From an optimization exercise on the open Yosys and OpenROAD flow, aimed at small area and a short achievable clock period; shortcuts taken in it are not production practice.
In this exercise RTL edits were held to simulation tests only and were not proved equivalent to the original.
Power and IR drop assume default switching activity.

Setup of run 1:
==> flow/design.v (excerpt) <==
module topmodule (
	input clk, rst,
	output [31:0] PC_out, RD1, RD2,
	output wire [31:0] Inst,
	output REGWr,
	output [3:0] ALUCnt,
	output [31:0] ALUOutW, ReadDataW,
	input [31:0] InstrF,
	output [31:0] DataAdrM, WriteDataM,
	output MemWriteM,
	input [31:0] ReadDataM);
reg [31:0] pcF;                        
reg [31:0] instD;                      
reg [31:0] rd1E, rd2E, srcbE;          
reg [3:0]  alucE, condE, waE;          
reg [1:0]  flagwE;
reg        regwE, memwE, memtoregE, pcsE, blE;
reg [31:0] aluM, wdataM;               
reg [3:0]  waM;
reg        regwM, memwM, memtoregM, pcsM, blM;
reg [31:0] aluW, rdataW;               
reg        regwW, memtoregW, pcsW;
reg [3:0]  flagr;                      
reg        nzp, cvp;                   
reg        cM, vM;                     
reg [15:0] sel1, sel2;                 
reg [14:0] valid;                      
reg [4:0]  amtD;                       
reg [1:0]  shD;                        
reg        alusrcD;                    
wire [479:0] rf;                       
assign PC_out     = pcF;
assign Inst       = instD;
assign RD1        = rd1E;
assign RD2        = rd2E;
assign ALUCnt     = alucE;
  ...
==> flow/config.mk <==
export PLATFORM = sky130hd
export DESIGN_NAME = topmodule
export DESIGN_NICKNAME = topmodule
export VERILOG_FILES = /design/flow/design.v
export SDC_FILE = /design/flow/constraint.sdc
export NUM_CORES = 8
export LEC_CHECK = 0
export CAP_MARGIN = 25
export CORE_MARGIN = 2
export CORE_UTILIZATION = 50
export GPL_ROUTABILITY_DRIVEN = 0
export PLACE_DENSITY = 0.7
export SLEW_MARGIN = 25
==> flow/constraint.sdc <==
create_clock -name core_clock -period 10.0 [get_ports {clk}]
set_input_delay 2.0000 -clock core_clock [delete_from_list [all_inputs] [get_ports {clk}]]
set_output_delay 2.0000 -clock core_clock [all_outputs]
set_load 0.01 [all_outputs]
standard.sh (not shown) runs the stock make flow with config.mk's settings and CLKGATE_MAP_FILE= SYNTH_SCRIPT=/design/flow/synth_recipe.tcl, a recipe that flattens the netlist after the stock synthesis.
==> flow/flow/run.sh <==
#!/bin/bash
set -euo pipefail
cd "$(dirname "$0")/.."
bash standard.sh \
  "BUFFER_PORTS_ARGS=-buffer_cell sky130_fd_sc_hd__buf_1" \
  MATCH_CELL_FOOTPRINT=0 \
  SETUP_SLACK_MARGIN=6.62 \
  "CTS_ARGS=-sink_clustering_enable -repair_clock_nets -dont_use_dummy_load -sink_clustering_size 15 -sink_clustering_max_diameter 50 -buf_list sky130_fd_sc_hd__clkbuf_8" \
  finish > flow_make.log 2>&1
--- input diff run 1..run 2 ---
Settings: removing GPL_ROUTABILITY_DRIVEN (formerly 0).
==> flow/flow/run.sh <==
#!/bin/bash
set -euo pipefail
cd "$(dirname "$0")/.."
bash standard.sh \
  "BUFFER_PORTS_ARGS=-buffer_cell sky130_fd_sc_hd__buf_1" \
  MATCH_CELL_FOOTPRINT=0 \
  SETUP_SLACK_MARGIN=6.55 \
  "CTS_ARGS=-sink_clustering_enable -repair_clock_nets -dont_use_dummy_load -sink_clustering_size 18 -sink_clustering_max_diameter 60 -buf_list sky130_fd_sc_hd__clkbuf_8 -root_buf sky130_fd_sc_hd__clkbuf_16" \
  finish > flow_make.log 2>&1
[summary]
Relative to run 1, depth of the critical timing path with buffers and inverters included increased by 2 in run 2.
Run 2 ended up with a lower clock-buffer cell count than run 1 did.
| register-to-register path setup slack | run 2 vs run 1 | better |
Run 2 — fraction of standard cell area in multi-input logic 0.46 points higher, run 1 as reference
On total length of routed wires, run 1 and run 2 are basically level.
| total power | run 2 vs run 1 | better |
Comparing growth of design area from synthesis to finish for run 1 and run 2, the smaller number came from run 2.
Run comparison: run 1 beginning of the critical path alusrcD$_DFF_P_; run 2 beginning of the critical path sel2[0]$_SDFF_PP0_
On global-route usage, run 1 and run 2 are neck and neck.
Inputs modified between run 2 and run 3:
Settings: PLACE_DENSITY changed from 0.7 to 0.65.
==> flow/flow/run.sh <==
#!/bin/bash
set -euo pipefail
cd "$(dirname "$0")/.."
bash standard.sh \
  "BUFFER_PORTS_ARGS=-buffer_cell sky130_fd_sc_hd__buf_1" \
  MATCH_CELL_FOOTPRINT=0 \
  SETUP_SLACK_MARGIN=6.62 \
  "CTS_ARGS=-sink_clustering_enable -repair_clock_nets -dont_use_dummy_load -sink_clustering_size 18 -sink_clustering_max_diameter 60 -buf_list sky130_fd_sc_hd__clkbuf_8" \
  finish > flow_make.log 2>&1
==> comparison <==
Going from run 2 to run 3, depth of the worst register-to-register path shows a reduction of 2, power spent charging and discharging nets shows an increase of 1.2%, met1 demand-to-capacity share in global routing shows an increase of 3.7 points.
Run 3: initial antenna violation count 1 below run 2
On number of global-route vias before repair: between run 3 and run 2, it ends up higher for run 3.
Edits applied to the flow inputs when going from run 3 to run 4:
Settings: a change of PLACE_DENSITY from 0.65 to 0.7.
-- flow/flow/run.sh --
<<< run 3, line 4
>>> run 4, line 4
export OWN_ABC_SCRIPT="$PWD/flow/abc_map.script"
export FLOW_SYNTH_TCL="$PWD/synth_recipe.tcl"
<<< run 3, line 5
>>> run 4, line 7
  "SYNTH_SCRIPT=$PWD/flow/synth.tcl" \
==> flow/flow/abc_map.script (new file) <==
&get -n
&st
&syn2
&dch
&nf
&st
&syn2
&dch
&nf
&put
==> flow/flow/synth.tcl (new file) <==
# The standard flow's synthesis (synth_recipe.tcl, which sources ORFS's synth.tcl), with
# only the ABC mapping script replaced by flow/abc_map.script.
proc abc {args} {
  set i [lsearch -exact $args -script]
  if {$i >= 0} { lset args [expr {$i + 1}] $::env(OWN_ABC_SCRIPT) }
  yosys abc {*}$args
}
source $::env(FLOW_SYNTH_TCL)
[summary]
Run 4 gives less share of total power in the clock network than run 3 did.
Against run 3, run 4 comes in 1.3 points lower on total routing resource utilization after global routing.
~same clock slew seen by the registers of the worst setup and hold paths in run 4 and run 3
Compared run 4 vs run 3, and sum of internal, switching and leakage power is down in run 4.
The origin of the worst setup path comes out alucE[1]$_SDFF_PP0_ in one run and sel2[7]$_SDFF_PP0_ in the other, namely in run 4 and run 3 respectively.
Looking at final wirelength, run 4 sits about 11% below run 3.
Met1 wire length (run 4 vs. run 3) decreases by more than 10%
Run 3 reports its critical-path cell with the highest stage delay as or3b_4 while run 4 reports dfxtp_4.
Sort run 4 and run 3 by placed cell count desc -> top: run 3
[inputs] run 5 vs run 4
==> flow/flow/abc_map.script <==
&get -n
&st
&dch
&nf
&st
&syn2
&if -g -K 6
&synch2
&nf
&st
&syn2
&if -g -K 6
&synch2
&nf
&st
&syn2
&if -g -K 6
&synch2
&nf
&st
&syn2
&if -g -K 6
&synch2
&nf
&st
&syn2
&if -g -K 6
&synch2
&nf
&put
Run 5 vs. run 4: critical path depth has decreased, design area grew by 1900 um2, floorplan core area went up 3900 um2, via density per instance went up, final clock period utilization by the worst path now smaller.

========
JK:
Starting RTL as in the previous note.
clock: 10.0 ns
lec_check: 0
cap_margin: 25
core_margin: 2
core_utilization: 50
place_density: 0.7
slew_margin: 25
==> flow/flow/run.sh <==
#!/bin/bash
set -euo pipefail
cd "$(dirname "$0")/.."
export OWN_ABC_SCRIPT="$PWD/flow/abc_map.script"
export FLOW_SYNTH_TCL="$PWD/synth_recipe.tcl"
bash standard.sh \
  "SYNTH_SCRIPT=$PWD/flow/synth.tcl" \
  "BUFFER_PORTS_ARGS=-buffer_cell sky130_fd_sc_hd__buf_1" \
  MATCH_CELL_FOOTPRINT=0 \
  SETUP_SLACK_MARGIN=6.62 \
  "CTS_ARGS=-sink_clustering_enable -repair_clock_nets -dont_use_dummy_load -sink_clustering_size 18 -sink_clustering_max_diameter 60 -buf_list sky130_fd_sc_hd__clkbuf_8" \
  finish > flow_make.log 2>&1
==> flow/flow/abc_map.script <==
&get -n
&st
&dch
&nf
&st
&syn2
&if -g -K 6
&synch2
&nf
&st
&syn2
&if -g -K 6
&synch2
&nf
&put
==> flow/flow/synth.tcl <==
# The standard flow's synthesis (synth_recipe.tcl, which sources ORFS's synth.tcl), with
# only the ABC mapping script replaced by flow/abc_map.script.
proc abc {args} {
  set i [lsearch -exact $args -script]
  if {$i >= 0} { lset args [expr {$i + 1}] $::env(OWN_ABC_SCRIPT) }
  yosys abc {*}$args
}
source $::env(FLOW_SYNTH_TCL)
JK finished all stages; the layout is clean.
[inputs] MS vs JK
--- a/flow/flow/run.sh
+++ b/flow/flow/run.sh
@@ -3,6 +3,3 @@
 cd "$(dirname "$0")/.."
-export OWN_ABC_SCRIPT="$PWD/flow/abc_map.script"
-export FLOW_SYNTH_TCL="$PWD/synth_recipe.tcl"
 bash standard.sh \
-  "SYNTH_SCRIPT=$PWD/flow/synth.tcl" \
   "BUFFER_PORTS_ARGS=-buffer_cell sky130_fd_sc_hd__buf_1" \
removed: flow/flow/abc_map.script
removed: flow/flow/synth.tcl
==> results.txt <==
- MS: PASS, flow complete, no timing, DRC or antenna violations
- Compared with JK, MS shows count of clock-net buffers in the final layout that has gone down by more than 10%.
- Of the two values seen for worst-path cell with the longest stage delay, sky130_fd_sc_hd__mux4_2 was produced by JK and sky130_fd_sc_hd__o31ai_2 by MS.
- Routed wire length across MS and JK: no real change.
- Fmax | MS vs JK | MS faster
- MS against JK: net switching power rose by about 4.3%, worst hold slack saw a decrease.
--- input diff MS..AL ---
--- a/flow/flow/run.sh
+++ b/flow/flow/run.sh
@@ -3,3 +3,6 @@
 cd "$(dirname "$0")/.."
+export OWN_ABC_SCRIPT="$PWD/flow/abc_map.script"
+export FLOW_SYNTH_TCL="$PWD/synth_recipe.tcl"
 bash standard.sh \
+  "SYNTH_SCRIPT=$PWD/flow/synth.tcl" \
   "BUFFER_PORTS_ARGS=-buffer_cell sky130_fd_sc_hd__buf_1" \
==> flow/flow/abc_map.script (new file) <==
&get -n
&st
&syn2
&dch
&nf
&st
&syn2
&dch
&nf
&st
&syn2
&dch
&nf
&put
==> flow/flow/synth.tcl (new file) <==
# The standard flow's synthesis (synth_recipe.tcl, which sources ORFS's synth.tcl), with
# only the ABC mapping script replaced by flow/abc_map.script.
proc abc {args} {
  set i [lsearch -exact $args -script]
  if {$i >= 0} { lset args [expr {$i + 1}] $::env(OWN_ABC_SCRIPT) }
  yosys abc {*}$args
}
source $::env(FLOW_SYNTH_TCL)
[summary]
Diff MS -> AL: initial core utilization has remained practically unchanged, detailed-route via count lower, hold slack decreased 0.027 ns, synthesized cell count -14%.
Sort MS and AL by sequential share of cell area, descending, and AL comes first.
AL vs MS, end of the critical path: aluM[31] vs srcbE[4]
Any difference in initial antenna violation count between MS and AL is small enough to ignore.
Modified inputs, TR compared to AL
--- a/flow/flow/run.sh
+++ b/flow/flow/run.sh
@@ -3,6 +3,3 @@
 cd "$(dirname "$0")/.."
-export OWN_ABC_SCRIPT="$PWD/flow/abc_map.script"
-export FLOW_SYNTH_TCL="$PWD/synth_recipe.tcl"
 bash standard.sh \
-  "SYNTH_SCRIPT=$PWD/flow/synth.tcl" \
   "BUFFER_PORTS_ARGS=-buffer_cell sky130_fd_sc_hd__buf_1" \
removed: flow/flow/abc_map.script
removed: flow/flow/synth.tcl
--- outcome ---
- Compare TR and AL | wire length on met3 lower: AL
- Buffering overhead ended up 0.64 points lower on TR than on AL.
- Compared with AL, in TR worst hold slack after final layout picked up an extra 0.027 ns, quantity of gates resized following cts moved down.
- TR ends up with lower worst endpoint data arrival time than AL does.
- The higher maximum clock rate came out of TR.
- The run showing the smaller via count is AL.
- Compared with AL, TR instantiates a larger number of standard cells.
- Compared to AL, TR was floorplanned on a bigger die.

========
rev 12:
The RTL this note starts from:
==> flow/design.v <==
module topmodule (
	input clk, rst,
	output [31:0] PC_out, RD1, RD2,
	output wire [31:0] Inst,
	output REGWr,
	output [3:0] ALUCnt,
	output [31:0] ALUOutW, ReadDataW,
	input [31:0] InstrF,
	output [31:0] DataAdrM, WriteDataM,
	output MemWriteM,
	input [31:0] ReadDataM);
reg [31:0] pcF;                        
reg [31:0] instD;                      
reg [31:0] rd1E, rd2E, srcbE;          
reg [3:0]  alucE, condE, waE;          
reg [1:0]  flagwE;
reg        regwE, memwE, memtoregE, pcsE, blE;
reg [31:0] aluM, wdataM;               
reg [3:0]  waM;
reg        regwM, memwM, memtoregM, pcsM, blM;
reg [31:0] aluW, rdataW;               
reg        regwW, memtoregW, pcsW;
reg [3:0]  flagr;                      
reg        nzp, cvp;                   
reg        cM, vM;                     
reg [15:0] sel1, sel2;                 
reg [4:0]  amtD, shamtD;               
reg [1:0]  shD;                        
reg        alusrcD, subD;              
wire [479:0] rf;                       
assign PC_out     = pcF;
assign Inst       = instD;
assign RD1        = rd1E;
assign RD2        = rd2E;
assign ALUCnt     = alucE;
assign DataAdrM   = aluM;
assign WriteDataM = wdataM;
assign MemWriteM  = memwM;
assign ALUOutW    = aluW;
assign ReadDataW  = rdataW;
assign REGWr      = regwW;
wire [31:0] pc4     = {pcF[31:2] + 30'd1, pcF[1:0]};
wire [31:0] resultW = memtoregW ? rdataW : aluW;
wire [31:0] pcnext  = pcsW ? resultW : pc4;
wire [31:0] instF = InstrF;
wire        strF  = (instF[27:26] == 2'b01) & ~instF[20];
wire [3:0]  ra1F  = instF[19:16];
wire [3:0]  ra2F  = strF ? instF[15:12] : instF[3:0];
wire        bxF   = (instF[27:4] == 24'h12FFF1);
wire        dpF   = (instF[27:26] == 2'b00) & ~bxF;
wire [4:0]  shamtF = dpF ? instF[11:7] : 5'd0;
wire [1:0]  shF    = dpF ? instF[6:5]  : 2'd0;
wire        subF   = dpF & (instF[23:21] == 3'b010);    
always @(posedge clk) begin
	pcF     <= rst ? 32'd0 : pcnext;
	instD   <= rst ? 32'd0 : instF;
	sel1    <= rst ? 16'd1 : (16'd1 << ra1F);
	sel2    <= rst ? 16'd1 : (16'd1 << ra2F);
	shamtD  <= rst ? 5'd0 : shamtF;
	shD     <= rst ? 2'd0 : shF;
	amtD    <= rst ? 5'd0 : ((shF == 2'b00) ? (5'd0 - shamtF) : shamtF);
	alusrcD <= ~rst & (dpF ? instF[25] : (instF[27:26] == 2'b01) | (instF[27:26] == 2'b10));
	subD    <= ~rst & subF;
end
wire [1:0] op    = instD[27:26];
wire [3:0] cmd   = instD[24:21];
wire       sbit  = instD[20];
wire [3:0] rn    = instD[19:16];
wire [3:0] rd    = instD[15:12];
wire [3:0] rm    = instD[3:0];
wire isBX  = (instD[27:4] == 24'h12FFF1);
wire isDP  = (op == 2'b00) & ~isBX;
wire isMem = (op == 2'b01);
wire isSTR = isMem & ~instD[20];
wire isLDR = isMem &  instD[20];
wire isBr  = (op == 2'b10);
wire isBL  = isBr & instD[24];
wire isCMP = (cmd == 4'b1010);
wire regwD = (isDP & ~isCMP) | isLDR | isBL;
wire pcsD  = ((rd == 4'd15) & regwD) | isBr | isBX;
reg [3:0] alucD;
reg [1:0] flagwD;
always @* begin
	if (isDP) begin
		case (cmd)
		4'b0100: begin alucD = 4'b0100; flagwD = sbit ? 2'b11 : 2'b00; end
		4'b0010: begin alucD = 4'b0010; flagwD = sbit ? 2'b11 : 2'b00; end
		4'b0000: begin alucD = 4'b0000; flagwD = sbit ? 2'b10 : 2'b00; end
		4'b1100: begin alucD = 4'b1100; flagwD = sbit ? 2'b10 : 2'b00; end
		4'b1101: begin alucD = 4'b1101; flagwD = sbit ? 2'b10 : 2'b00; end
		4'b1010: begin alucD = 4'b0010; flagwD = 2'b11; end
		default: begin alucD = 4'b1101; flagwD = 2'b00; end
		endcase
	end else begin
		alucD  = (isBr | isBX) ? 4'b1101 : 4'b0100;
		flagwD = 2'b00;
	end
end
genvar gi;
reg [31:0] rv1, rv2;
integer i;
always @* begin
	rv1 = {32{sel1[15]}} & pc4;
	rv2 = {32{sel2[15]}} & pc4;
	for (i = 0; i < 15; i = i + 1) begin
		rv1 = rv1 | ({32{sel1[i]}} & rf[i*32 +: 32]);
		rv2 = rv2 | ({32{sel2[i]}} & rf[i*32 +: 32]);
	end
end
reg [31:0] extimm;
always @* begin
	if (isMem)     extimm = {20'd0, instD[11:0]};
	else if (isBr) extimm = {{6{instD[23]}}, instD[23:0], 2'b00};
	else           extimm = {24'd0, instD[7:0]};
end
wire [31:0] srcb    = alusrcD ? extimm : rv2;
wire [31:0] srcx = srcb ^ {32{subD}};
wire [4:0]  amt  = amtD;
wire [4:0]  shamt = shamtD;
wire [1:0]  sh   = shD;
wire        lsl  = (sh == 2'b00);
wire [31:0] r0   = amt[0] ? {srcx[0],    srcx[31:1]} : srcx;
wire [31:0] r1   = amt[1] ? {r0[1:0],   r0[31:2]}   : r0;
wire [31:0] r2   = amt[2] ? {r1[3:0],   r1[31:4]}   : r1;
wire [31:0] r3   = amt[3] ? {r2[7:0],   r2[31:8]}   : r2;
wire [31:0] r4   = amt[4] ? {r3[15:0],  r3[31:16]}  : r3;
wire [31:0] mr   = {32{1'b1}} >> shamt;    
wire [31:0] ml   = {32{1'b1}} << shamt;    
wire [31:0] keep = (sh == 2'b11) ? {32{1'b1}} : (lsl ? ml : mr);
wire        fill = ((sh == 2'b10) & srcb[31]) ^ subD;
wire [31:0] shifted = (r4 & keep) | ({32{fill}} & ~keep);
always @(posedge clk) begin
	rd1E  <= rst ? 32'd0 : rv1;
	rd2E  <= rst ? 32'd0 : rv2;
	srcbE <= shifted;
	waE   <= isBL ? 4'd14 : rd;
	blE   <= isBL;
	memtoregE <= isLDR;
	if (rst) begin
		alucE <= 4'd0; condE <= 4'd0; flagwE <= 2'd0;
		regwE <= 1'b0; memwE <= 1'b0; pcsE <= 1'b0;
	end else begin
		alucE <= alucD; condE <= instD[31:28]; flagwE <= flagwD;
		regwE <= regwD; memwE <= isSTR; pcsE <= pcsD;
	end
end
wire        isSub = alucE[1];
wire [31:0] bx    = srcbE;                  
wire [32:0] sum   = {1'b0, rd1E} + {1'b0, bx} + {32'd0, isSub};
reg  [31:0] aluout;
always @* begin
	case (alucE)
	4'b0100, 4'b0010: aluout = sum[31:0];
	4'b1100:          aluout = rd1E | srcbE;
	4'b1101:          aluout = srcbE;
	default:          aluout = rd1E & srcbE;
	endcase
end
wire fC = isSub ? ~sum[31] : sum[32];
wire fV = (rd1E[31] == bx[31]) & (sum[31] != rd1E[31]);
wire [3:0] flags = {nzp ? aluM[31] : flagr[3],
                    nzp ? (aluM == 32'd0) : flagr[2],
                    cvp ? cM : flagr[1],
                    cvp ? vM : flagr[0]};
reg condex;
always @* begin
	case (condE)
	4'b0000: condex = flags[2];
	4'b0001: condex = ~flags[2];
	4'b0010: condex = flags[1];
	4'b0011: condex = ~flags[1];
	4'b0100: condex = flags[3];
	4'b0101: condex = ~flags[3];
	4'b0110: condex = flags[0];
	4'b0111: condex = ~flags[0];
	4'b1000: condex = ~flags[2] & flags[1];
	4'b1001: condex = flags[2] | ~flags[1];
	4'b1010: condex = ~(flags[3] ^ flags[0]);
	4'b1011: condex = flags[3] ^ flags[0];
	4'b1100: condex = ~flags[2] & ~(flags[3] ^ flags[0]);
	4'b1101: condex = flags[2] | (flags[3] ^ flags[0]);
	default: condex = 1'b1;
	endcase
end
always @(posedge clk) begin
	cM <= fC;
	vM <= fV;
	if (rst) begin
		flagr <= 4'd0; nzp <= 1'b0; cvp <= 1'b0;
	end else begin
		flagr <= flags;
		nzp   <= flagwE[1] & condex;
		cvp   <= flagwE[0] & condex;
	end
end
always @(posedge clk) begin
	wdataM    <= rd2E;
	waM       <= waE;
	blM       <= blE;
	memtoregM <= memtoregE;
	if (rst) begin
		aluM <= 32'd0; regwM <= 1'b0; memwM <= 1'b0; pcsM <= 1'b0;
	end else begin
		aluM  <= aluout;
		regwM <= regwE & condex;
		memwM <= memwE & condex;
		pcsM  <= pcsE & condex;
	end
end
wire [31:0] wd   = blM ? pcnext : (memtoregM ? ReadDataM : aluM);
wire [31:0] wdr  = wd & {32{~rst}};
generate
	for (gi = 0; gi < 15; gi = gi + 1) begin : g_rf
		wire wen = rst | (regwM & (waM == gi));
		reg [31:0] r;
		always @(posedge clk)
			if (wen) r <= wdr;
		assign rf[gi*32 +: 32] = r;
	end
endgenerate
always @(posedge clk) begin
	memtoregW <= memtoregM;
	if (rst) begin
		aluW <= 32'd0; rdataW <= 32'd0; regwW <= 1'b0; pcsW <= 1'b0;
	end else begin
		aluW <= aluM; rdataW <= ReadDataM; regwW <= regwM; pcsW <= pcsM;
	end
end
endmodule
clock: 10.0 ns
lec_check: 0
cap_margin: 20
core_margin: 2
core_utilization: 50
slew_margin: 20
==> flow/flow/run.sh <==
#!/bin/bash
set -euo pipefail
cd "$(dirname "$0")/.."
bash standard.sh \
  "BUFFER_PORTS_ARGS=-buffer_cell sky130_fd_sc_hd__buf_2" \
  MATCH_CELL_FOOTPRINT=0 \
  SETUP_SLACK_MARGIN=6 \
  finish > flow_make.log 2>&1
Rev 12 completed end to end with timing, DRC and antenna clean.
#### Input delta (rev 13 over rev 12)
--- a/flow/flow/run.sh
+++ b/flow/flow/run.sh
@@ -7 +7,2 @@
-  SETUP_SLACK_MARGIN=6 \
+  SETUP_SLACK_MARGIN=6.3 \
+  "CTS_ARGS=-sink_clustering_enable -repair_clock_nets -dont_use_dummy_load -sink_clustering_size 25 -sink_clustering_max_diameter 70" \
--- outcome ---
- Combinational fraction of design power, rev 13 and rev 12: larger value in rev 13
- Reported for rev 13 and rev 12, post-synthesis net count turned out identical to the last digit.
- Wire length after detailed routing, rev 13 vs rev 12: up slightly
- Rev 13 reports a lower critical path depth than rev 12 does.
- Between rev 13 and rev 12, the difference in post-detailed-placement cell area is negligible.
- The hold slack in rev 13 was lower than what rev 12 gave.
- Rev 13 and rev 12 ended up with nearly the same number of nets in the final layout.
- Relative to rev 12, the wire length on met2 measured on rev 13 has increased by a few percent.
- Relative to rev 12, fraction of met2 tracks used by global routing has gone up in rev 13.

afterwards: timing with drivers on the ports:
In the flow no input, the clock included, has a driving cell. The finished layouts below were timed again as built, in two steps.
Step 1 sets driving cells, clkbuf_16 on the clock port and buf_2 on the other inputs (assumed; they add their load-dependent delay and slew).
Step 2, shift: input delay + t, output delay - t, t = (earliest + latest rising clock arrival at the registers) / 2. This alone moves slack from input paths to output paths.
Slacks: no drivers / after step 1 / after step 2; pairs: no drivers / after step 1.
| run | shift t [ns] | setup slack, ns | hold slack, ns | clock arrival spread, ns | worst data-port slew with drivers (ns) |
|---|---|---|---|---|---|
| run 1 | 0.766 | 6.418 / 6.418 / 6.133 | 0.305 / 0.305 / 0.305 | 0.079 / 0.079 | 0.06 |
| run 2 | 0.683 | 6.512 / 6.460 / 5.994 | 0.330 / 0.330 / 0.330 | 0.107 / 0.106 | 0.10 |
| run 3 | 0.737 | 6.549 / 6.541 / 6.019 | 0.315 / 0.315 / 0.315 | 0.109 / 0.110 | 0.16 |
| run 4 | 0.748 | 5.156 / 5.156 / 5.156 | 0.326 / 0.326 / 0.326 | 0.082 / 0.082 | 0.05 |
| run 5 | 0.782 | 6.549 / 6.478 / 5.916 | 0.317 / 0.317 / 0.317 | 0.100 / 0.100 | 0.10 |
| JK | 0.765 | 6.516 / 6.516 / 5.938 | 0.312 / 0.312 / 0.312 | 0.120 / 0.121 | 0.05 |
| MS | 0.791 | 6.582 / 6.540 / 6.001 | 0.308 / 0.308 / 0.308 | 0.094 / 0.093 | 0.06 |
| AL | 0.751 | 4.061 / 4.061 / 4.061 | 0.281 / 0.281 / 0.281 | 0.142 / 0.142 | 0.04 |
| TR | 0.791 | 6.582 / 6.540 / 6.001 | 0.308 / 0.308 / 0.308 | 0.094 / 0.093 | 0.06 |
| rev 12 | 0.731 | 6.027 / 6.027 / 5.667 | 0.336 / 0.336 / 0.336 | 0.046 / 0.046 | 0.07 |
| rev 13 | 0.691 | 6.190 / 6.190 / 5.605 | 0.329 / 0.329 / 0.329 | 0.119 / 0.120 | 0.08 |
After both steps setup and hold are still met in every run listed. The setup slack of run 5, which loses most, moves by -0.071 ns with the drivers and by -0.633 ns with both steps.
